This is an optimization exercise on Yosys and OpenROAD, whose aim is small area, not a production implementation. The RTL was checked by simulation tests, not by an equivalence proof against the original design. Power and IR drop assume default switching activity.

## reaction_timer_top
module reaction_timer_top(
	input  logic       clk,
	input  logic       rst,
	input  logic       start_stop_btn,
	output logic       led,
	output logic [3:0] an,
	output logic [6:0] seg
);
Size: about 160 cells after synthesis, ~15 I/O pins, ~1400 sq um of cells after synthesis.
export LEC_CHECK = 0
export CAP_MARGIN = 20
export CORE_MARGIN = 2
export CORE_UTILIZATION = 40
export SLEW_MARGIN = 20
create_clock -name core_clock -period 18.0 [get_ports {clk}]
standard.sh (not shown) runs the stock make flow with config.mk's settings and CLKGATE_MAP_FILE= SYNTH_SCRIPT=/design/flow/synth_recipe.tcl, a recipe that flattens the netlist after the stock synthesis.
==> flow/flow/run.sh <==
#!/bin/bash
# Own layout flow: the standard synthesis, then an area-oriented ABC
# re-mapping of the combinational logic only (every flip-flop instance is
# kept as synthesised, with its name and cell), then the standard layout
# with small port buffers and a clock tree without dummy loads.
set -euo pipefail
W=$PWD
R=$W/orfs/results/$FLOW_PLATFORM/reaction_timer_top/base
LIB=$FLOW_HOME/platforms/$FLOW_PLATFORM/lib/sky130_fd_sc_hd__tt_025C_1v80.lib

# 1. standard synthesis (netlist only)
bash standard.sh $R/1_2_yosys.v > $W/log_1_synth.txt 2>&1
cp $R/1_2_yosys.v $W/1_2_yosys_standard.v

# 2. re-map the combinational logic for area
sed -e "s|@IN@|$W/1_2_yosys_standard.v|" -e "s|@OUT@|$R/1_2_yosys.v|" -e "s|@LIB@|$LIB|g" \
	$W/flow/reopt.ys > $W/reopt_run.ys
yosys -s $W/reopt_run.ys > $W/log_2_reopt.txt 2>&1

# 3. standard layout from the re-mapped netlist
bash standard.sh \
	"BUFFER_PORTS_ARGS=-buffer_cell sky130_fd_sc_hd__buf_1" \
	"CTS_ARGS=-sink_clustering_enable -repair_clock_nets -dont_use_dummy_load" \
	finish > $W/log_3_layout.txt 2>&1
==> flow/flow/reopt.ys <==
read_liberty -ignore_miss_func @LIB@
read_verilog @IN@
hierarchy -top reaction_timer_top
blackbox sky130_fd_sc_hd__df* sky130_fd_sc_hd__conb_1
flatten
opt_clean -purge
abc -liberty @LIB@ -dont_use sky130_fd_sc_hd__lpflow_* -dont_use sky130_fd_sc_hd__probe* -script +strash;&get,-n;&deepsyn,-T,60;&put;&get,-n;&nf,-R,1000,-p;&put
opt_clean -purge
hilomap -singleton -hicell sky130_fd_sc_hd__conb_1 HI -locell sky130_fd_sc_hd__conb_1 LO
splitnets
opt_clean -purge
stat -liberty @LIB@
write_verilog -noattr -nohex -nodec @OUT@
The baseline ran to the end with no violations.
Rerun with:
==> flow/flow/reopt.ys (replaced) <==
read_liberty -ignore_miss_func @LIB@
read_verilog @IN@
hierarchy -top reaction_timer_top
blackbox sky130_fd_sc_hd__df* sky130_fd_sc_hd__conb_1
flatten
opt_clean -purge
abc -liberty @LIB@ -dont_use sky130_fd_sc_hd__lpflow_* -dont_use sky130_fd_sc_hd__probe* -script +strash;&get,-n;&deepsyn,-T,60;&put;dch,-f;map,-a;topo
opt_clean -purge
hilomap -singleton -hicell sky130_fd_sc_hd__conb_1 HI -locell sky130_fd_sc_hd__conb_1 LO
splitnets
opt_clean -purge
stat -liberty @LIB@
write_verilog -noattr -nohex -nodec @OUT@
Effect: The new run completed with no timing, DRC or antenna violations; power went up by 12%; maximum frequency goes up by 2.2%; register-to-register slack improves by 250 ps; sequential cell count is unchanged; cell count rises by 13%; routed wire length came out higher by 3.2%; final area goes up by 2.7%.
Rerun with:
==> flow/run.sh (new file) <==
#!/bin/bash
# synth_recipe.tcl (not shown) runs the flow's synth.tcl, then flattens the netlist and writes it again
# the make line also repeats each setting of config.mk as NAME=value (left out here)
make -C /OpenROAD-flow-scripts/flow DESIGN_CONFIG=/design/flow/config.mk WORK_HOME=/design/flow/orfs CLKGATE_MAP_FILE= SYNTH_SCRIPT=/design/flow/synth_recipe.tcl finish
removed: flow/flow/run.sh
removed: flow/flow/reopt.ys
removed: flow/standard.sh
Outcome: Utilization came out higher by 0.30 points. Setup slack improves by 150 ps. Via count increases by 15%. Sequential power went up by about 20%. Wire length climbs by 20%. Synthesized cell count went up by 12%. Hold slack loses 22 ps. Area after synthesis came out higher by 34%. Total power came out higher by 99%. Clock skew decreases by 6.4 ps. Global-route usage drops by 2.3 points.

==> afterwards: timing with drivers on the ports <==
The results above use ideal ports. As a check the final layouts listed here were re-extracted and re-timed, cells and wires unchanged. Step 1 sets driving cells, clkbuf_16 on the clock port and buf_2 on the other inputs (assumed; they add their load-dependent delay and slew). Step 2 also shifts input and output timing later by t, the mid clock arrival at the registers, as if the neighbouring blocks saw the same clock. a / b / c = ideal ports / drivers / drivers and shift; a / b = the first two.
| run | shift t [ns] | setup WS [ns] | hold slack, ns | clock arrival spread, ns |
|---|---|---|---|---|
| the first run | 0.350 | 11.482 / 11.461 / 11.811 | 0.380 / 0.380 / 0.380 | 0.014 / 0.013 |
| the second run | 0.342 | 11.625 / 11.603 / 11.944 | 0.392 / 0.392 / 0.392 | 0.015 / 0.015 |
| the third run | 0.305 | 11.779 / 11.755 / 12.060 | 0.369 / 0.369 / 0.369 | 0.008 / 0.008 |
After both steps setup and hold are still met in every run listed.
